From an optimization exercise on the open Yosys and OpenROAD flow, aimed at small area, a short achievable clock period and few clock cycles per item; shortcuts taken in it are not production practice.
The RTL was checked by simulation tests, not by an equivalence proof against the original design.
No activity file was given, so power comes from the tool's default toggle rates.

## top_without_mem
module top_without_mem(input dut_run, reset_b, clk,
		       output dut_busy,
		       input[15:0] sram_dut_read_data, wmem_dut_read_data,
		       output[15:0] dut_sram_write_data,
		       output[11:0] dut_sram_write_address, dut_sram_read_address,
		       output[11:0] dut_wmem_read_address, output dut_sram_write_enable
			);
Size: about 560 cells after synthesis, ~92 flip-flops, roughly 89 I/O pins, ~5200 um^2 of cells after synthesis.
Settings: LEC_CHECK=0, CAP_MARGIN=20, CORE_MARGIN=2, CORE_UTILIZATION=60, PLACE_DENSITY=0.8, SETUP_SLACK_MARGIN=4.35, SLEW_MARGIN=20; clock period 6.5 ns.
standard.sh (not shown) runs the stock make flow with config.mk's settings and CLKGATE_MAP_FILE= SYNTH_SCRIPT=/design/flow/synth_recipe.tcl, a recipe that flattens the netlist after the stock synthesis.
==> flow/flow/run.sh <==
#!/bin/bash
# The standard layout, with two changes: ABC maps the logic with an area-oriented script
# (flow/abc.script, through flow/synth.tcl), and the ports get plain buffers, not delay cells.
set -euo pipefail
W=$(pwd)
export BUFFER_PORTS_ARGS="-buffer_cell sky130_fd_sc_hd__buf_1"
export FLOW_ABC_SCRIPT="$W/flow/abc.script"
bash standard.sh SYNTH_SCRIPT="$W/flow/synth.tcl" finish > standard.log 2>&1
==> flow/flow/abc.script <==
&get -n
&st
&dch
&nf -a
&put
topo
stime -c
==> flow/flow/synth.tcl <==
# synth_recipe.tcl (the standard synthesis script), except that ABC maps the logic with
# flow/abc.script instead of ORFS's abc_speed.script. Registers are mapped before ABC runs,
# so they are the standard synthesis's.
proc synth {args} { yosys synth -nofsm -noshare {*}$args }
proc abc {args} {
  set i [lsearch $args -script]
  if {$i >= 0} { set args [lreplace $args [expr {$i+1}] [expr {$i+1}] $::env(FLOW_ABC_SCRIPT)] }
  yosys abc {*}$args
}
source $::env(SCRIPTS_DIR)/synth.tcl
# left out here: clear keep_hierarchy, flatten, clean up, hide names made inside functions, write 1_2_yosys.v
Testbench counts at the start, summed over its fixed seeds: cycles 42,580, items 33,100.
Then changed:
CORE_UTILIZATION = 55   (was 60)
SETUP_SLACK_MARGIN = 4.25   (was 4.35)
After rerunning: Clock skew stays flat. Total power went up slightly. Sequential cell count stays the same. Area after synthesis is unchanged. Worst setup slack loses 0.032 ns. Cell count went down slightly. Maximum frequency fell slightly.
Then changed:
CORE_UTILIZATION = 60   (was 55)
SETUP_SLACK_MARGIN = 4.2   (was 4.25)
Outcome:
- sequential power is about the same
- worst setup slack loses 0.025 ns
- utilization increases by 3.5 points
- global-route usage goes up by 0.36 points
- die area came out lower by 8.0%
- combinational power decreases by about 2%
- area after synthesis does not change
- via count is lower by 1.4%
- cell area drops by 1.9%
- routed wire length fell by 5.1%
Then changed:
SETUP_SLACK_MARGIN = 4.3   (was 4.2)
Result: Combinational power climbs by about 0.7%. Final area climbs by 1.8%. Clock-buffer cell count does not change. Worst hold slack stays flat. Global-route usage climbs by 0.26 points. Total power climbs by 0.31%. Setup slack is better by 0.060 ns. Die area is unchanged. Wire length climbs by 0.42%. Register-to-register slack is better by 0.04 ns.
Then changed:
SETUP_SLACK_MARGIN = 4.25   (was 4.3)
The changed run produced a clean layout.
Power barely changes.
Setup slack loses 0.021 ns.
Die area stays the same.
Worst hold slack stays flat.

* * *

Setup of the previous run:
Another version of the RTL of top_without_mem (not shown whole).
Size in the first run: roughly 550 cells after synthesis, roughly 91 flip-flops, roughly 89 I/O pins, about 5300 um^2 of cells after synthesis.
Design top_without_mem, start of the top module:
module top_without_mem(input dut_run, reset_b, clk,
		       output dut_busy,
		       input[15:0] sram_dut_read_data, wmem_dut_read_data,
		       output[15:0] dut_sram_write_data,
		       output[11:0] dut_sram_write_address, dut_sram_read_address,
		       output[11:0] dut_wmem_read_address, output dut_sram_write_enable
			);
wire m12, m16;
wire [13:0] conv_out;
controller u1(.reset_b(reset_b), .clk(clk), .dut_run(dut_run),
		.input_mdr(sram_dut_read_data), .busy_out(dut_busy),
		.output_write_en(dut_sram_write_enable),
		.input_mar(dut_sram_read_address),
		.output_mar(dut_sram_write_address),
		.m12(m12), .m16(m16));
pipelined_conv u2(.clk(clk), .input_row(sram_dut_read_data),
		.weights_in(wmem_dut_read_data[8:0]),
		.m12(m12), .m16(m16), .conv_out(conv_out));
assign dut_wmem_read_address = 12'd1;
assign dut_sram_write_data = {2'b0, conv_out};
endmodule
export LEC_CHECK = 0
export CAP_MARGIN = 20
export CORE_MARGIN = 2
export CORE_UTILIZATION = 60
export PLACE_DENSITY = 0.9
export SETUP_SLACK_MARGIN = 4.2
export SLEW_MARGIN = 20
create_clock -name core_clock -period 6.5 [get_ports {clk}]
Scripts as last shown in full above: flow/flow/run.sh, flow/flow/abc.script, flow/flow/synth.tcl
Testbench counts of the previous run, summed over its fixed seeds: cycles 42,580, items 33,100.
### the previous run -> the current run
- SETUP_SLACK_MARGIN: 4.2 -> 4.25
- PLACE_DENSITY: 0.9 -> unset
- CTS_BUF_LIST: unset -> sky130_fd_sc_hd__clkbuf_16
Findings:
- The current run finished all stages; the layout is clean.
- Comparing utilization for the previous run and the current run, the bigger number came from the current run.
- Comparing the previous run and the current run, the higher post-route minimum period was measured on the previous run.
- Between the previous run and the current run, combinational share of power decreased.
- The relative max-transition margin on the previous run is in line with that on the current run.
- Relative to the previous run, the current run improves peak supply drop.
- Per the comparison of the current run with the previous run, global router's overall resource usage decreased 1.9 points, number of global-route vias before repair decreased 214.
- In terms of area taken by multi-input logic gates, the current run and the previous run differ only marginally.
- Compared with the previous run, the current run has extra setup slack.

* * *

The RTL this note starts from:
==> flow/design.v <==
module conv_single(input [8:0] kernel, input [8:0] window, output act_sign);
wire [8:0] m = kernel ~^ window;
wire sa = m[0] ^ m[1] ^ m[2];
wire ca = (m[0] & m[1]) | (m[0] & m[2]) | (m[1] & m[2]);
wire sb = m[3] ^ m[4] ^ m[5];
wire cb = (m[3] & m[4]) | (m[3] & m[5]) | (m[4] & m[5]);
wire e5 = ca & cb & (sa | sb);
wire e4 = (ca & cb) | ((ca | cb) & sa & sb);
wire e3 = (ca & cb) | ((ca | cb) & (sa | sb));
wire e2 = ca | cb | (sa & sb);
wire l1 = m[6] | m[7] | m[8];
wire l2 = (m[6] & m[7]) | (m[6] & m[8]) | (m[7] & m[8]);
wire l3 = m[6] & m[7] & m[8];
assign act_sign = e5 | (e4 & l1) | (e3 & l2) | (e2 & l3);
endmodule
module pipelined_conv(
	input clk,
	input [15:0] input_row,
	input [8:0] weights_in,
	input m12, m16,		 
	output reg [13:0] conv_out);
reg [15:0] R1, R2;
reg [5:0] K;	 
wire [13:0] sign_acts;
always @(posedge clk) begin
	R1 <= input_row;
	R2 <= R1;
	K <= weights_in[5:0];
end
genvar k;
generate
	for (k = 0; k < 14; k = k + 1) begin : g_conv
		conv_single u(.kernel({weights_in[8:6], K}),
			.window({input_row[k+2:k], R1[k+2:k], R2[k+2:k]}),
			.act_sign(sign_acts[k]));
	end
endgenerate
always @(posedge clk)
	conv_out <= {sign_acts[13:10] & {4{m16}}, sign_acts[9:8] & {2{m12}}, sign_acts[7:0]};
endmodule
module controller(input reset_b,
		  input clk,
		  input dut_run,
		  input [15:0] input_mdr,
		  output reg busy_out,
		  output reg output_write_en,
		  output reg [11:0] input_mar,
		  output reg [11:0] output_mar,
		  output reg m12, m16
		 );
localparam [1:0] ROW = 2'd0, DIMA = 2'd1, DIMD = 2'd2, DONE = 2'd3;
reg busy;		 
reg [1:0] st;
reg [3:0] c;		 
reg last;		 
wire idle = !busy;
wire is_row = busy && st == ROW;
wire is_dimd = busy && st == DIMD;
wire zero = !(input_mdr[3] | input_mdr[4]);
wire next_last = c[3] & !c[0] & (!m12 | c[1] & (!m16 | c[2]));
wire skip = is_row & last;
wire v = busy & (st == ROW ? c[3] | c[2] | (c[1] & c[0]) : st == DIMA);
wire done = st[1] & (st[0] | zero);
always @(posedge clk or negedge reset_b)
	if (!reset_b) begin
		busy <= 1'b0;
		busy_out <= 1'b0;
		output_write_en <= 1'b0;
	end else begin
		output_write_en <= v;
		busy_out <= busy ? !done : dut_run;
		if (idle)
			busy <= dut_run;
		else if (st == DONE || (st == DIMD && zero))
			busy <= 1'b0;
	end
always @(posedge clk) begin
	if (idle) st <= zero ? DONE : ROW;
	else case (st)
		ROW: if (last) st <= DIMA;
		DIMA: st <= DIMD;
		DIMD: st <= ROW;
		DONE: st <= ROW;
	endcase
	if (idle) input_mar <= {10'd0, dut_run, 1'b0};
	else begin
		input_mar[0] <= input_mar[0] ^ !skip;
		input_mar[11:1] <= input_mar[11:1] + (input_mar[0] | skip);
	end
	if (idle) output_mar <= 12'd0;
	else if (output_write_en) output_mar <= output_mar + 12'd1;
	c <= (is_row | is_dimd) ? c + 4'd1 : 4'd0;
	last <= is_row & next_last;
	if (idle | is_dimd) begin
		m16 <= input_mdr[4];
		m12 <= input_mdr[4] | input_mdr[2];
	end
end
endmodule
module top_without_mem(input dut_run, reset_b, clk,
		       output dut_busy,
		       input[15:0] sram_dut_read_data, wmem_dut_read_data,
		       output[15:0] dut_sram_write_data,
		       output[11:0] dut_sram_write_address, dut_sram_read_address,
		       output[11:0] dut_wmem_read_address, output dut_sram_write_enable
			);
wire m12, m16;
wire [13:0] conv_out;
controller u1(.reset_b(reset_b), .clk(clk), .dut_run(dut_run),
		.input_mdr(sram_dut_read_data), .busy_out(dut_busy),
		.output_write_en(dut_sram_write_enable),
		.input_mar(dut_sram_read_address),
		.output_mar(dut_sram_write_address),
		.m12(m12), .m16(m16));
pipelined_conv u2(.clk(clk), .input_row(sram_dut_read_data),
		.weights_in(wmem_dut_read_data[8:0]),
		.m12(m12), .m16(m16), .conv_out(conv_out));
assign dut_wmem_read_address = 12'd1;
assign dut_sram_write_data = {2'b0, conv_out};
endmodule
==> flow/config.mk <==
export PLATFORM = sky130hd
export DESIGN_NAME = top_without_mem
export DESIGN_NICKNAME = top_without_mem
export VERILOG_FILES = /design/flow/design.v
export SDC_FILE = /design/flow/constraint.sdc
export NUM_CORES = 4
export LEC_CHECK = 0
export CAP_MARGIN = 20
export CORE_MARGIN = 2
export CORE_UTILIZATION = 60
export PLACE_DENSITY = 0.8
export SETUP_SLACK_MARGIN = 4.25
export SLEW_MARGIN = 20
==> flow/constraint.sdc <==
create_clock -name core_clock -period 6.5 [get_ports {clk}]
set_input_delay 1.3000 -clock core_clock [delete_from_list [all_inputs] [get_ports {clk}]]
set_output_delay 1.3000 -clock core_clock [all_outputs]
set_load 0.01 [all_outputs]
==> flow/flow/run.sh <==
#!/bin/bash
# The standard layout, with two changes: ABC maps the logic with an area-oriented script
# (flow/abc.script, through flow/synth.tcl), and the ports get plain buffers, not delay cells.
set -euo pipefail
W=$(pwd)
export BUFFER_PORTS_ARGS="-buffer_cell sky130_fd_sc_hd__buf_1"
export CTS_ARGS="-sink_clustering_enable -repair_clock_nets -dont_use_dummy_load"
export FLOW_ABC_SCRIPT="$W/flow/abc.script"
bash standard.sh SYNTH_SCRIPT="$W/flow/synth.tcl" finish > standard.log 2>&1
Scripts as last shown in full above: flow/flow/abc.script, flow/flow/synth.tcl
Testbench counts at the start, summed over its fixed seeds: cycles 42,580, items 33,100.
==> next run, changes <==
--- a/flow/flow/run.sh
+++ b/flow/flow/run.sh
@@ -5,5 +5,5 @@
 W=$(pwd)
 export BUFFER_PORTS_ARGS="-buffer_cell sky130_fd_sc_hd__buf_1"
-export CTS_ARGS="-sink_clustering_enable -repair_clock_nets -dont_use_dummy_load"
+export CTS_ARGS="-sink_clustering_enable -repair_clock_nets -dont_use_dummy_load -root_buf sky130_fd_sc_hd__clkbuf_16"
 export FLOW_ABC_SCRIPT="$W/flow/abc.script"
 bash standard.sh SYNTH_SCRIPT="$W/flow/synth.tcl" finish > standard.log 2>&1
Routed wire length hardly moves; hold slack is about the same; clock power came out higher by 47%; via count climbs by 1.5%; count of clock-buffer cells in the layout stays the same; non-clock buffer count is unchanged; global-route usage hardly moves; fmax grows by 0.31%; cell area grows by 1.7%.

## re-timing with driven ports
The flow's constraints put no driver on any port. The routed layouts listed below were extracted and timed again, unchanged, in two steps. Step 1 sets driving cells, clkbuf_16 on the clock port and buf_2 on the other inputs (assumed; they add their load-dependent delay and slew). Step 2 also shifts input and output timing later by t, the mid clock arrival at the registers, as if the neighbouring blocks saw the same clock. Slacks: ideal ports / drivers / drivers and shift; pairs: ideal ports / drivers.
| run | t, ns | setup slack, ns | worst hold slack (ns) | worst setup path at the end | worst register clock-pin slew, ns |
|---|---|---|---|---|---|
| the first run of note 1 | 0.387 | 4.307 / 4.271 / 4.083 | 0.368 / 0.368 / 0.368 | input to register | 0.09 / 0.09 |
| the second run of note 1 | 0.395 | 4.274 / 4.241 / 4.040 | 0.360 / 0.360 / 0.360 | input to register | 0.09 / 0.09 |
| the third run of note 1 | 0.382 | 4.249 / 4.214 / 4.085 | 0.368 / 0.368 / 0.368 | input to register | 0.10 / 0.10 |
| the fourth run of note 1 | 0.385 | 4.309 / 4.274 / 4.075 | 0.368 / 0.368 / 0.368 | input to register | 0.09 / 0.09 |
| the fifth run of note 1 | 0.387 | 4.288 / 4.253 / 4.084 | 0.368 / 0.368 / 0.368 | input to register | 0.09 / 0.09 |
| the previous run | 0.393 | 4.249 / 4.215 / 3.993 | 0.373 / 0.373 / 0.373 | input to register | 0.10 / 0.10 |
| the current run | 0.377 | 4.295 / 4.257 / 4.043 | 0.354 / 0.354 / 0.354 | input to register | 0.07 / 0.07 |
| the first run of note 3 | 0.373 | 4.280 / 4.246 / 3.988 | 0.371 / 0.371 / 0.371 | input to register | 0.09 / 0.09 |
| the second run of note 3 | 0.366 | 4.287 / 4.249 / 3.993 | 0.368 / 0.368 / 0.368 | input to register | 0.06 / 0.06 |
After both steps every run listed still meets setup and hold. The setup slack of the second run of note 3, which loses most, moves by -0.038 ns with the drivers and by -0.294 ns with both steps.
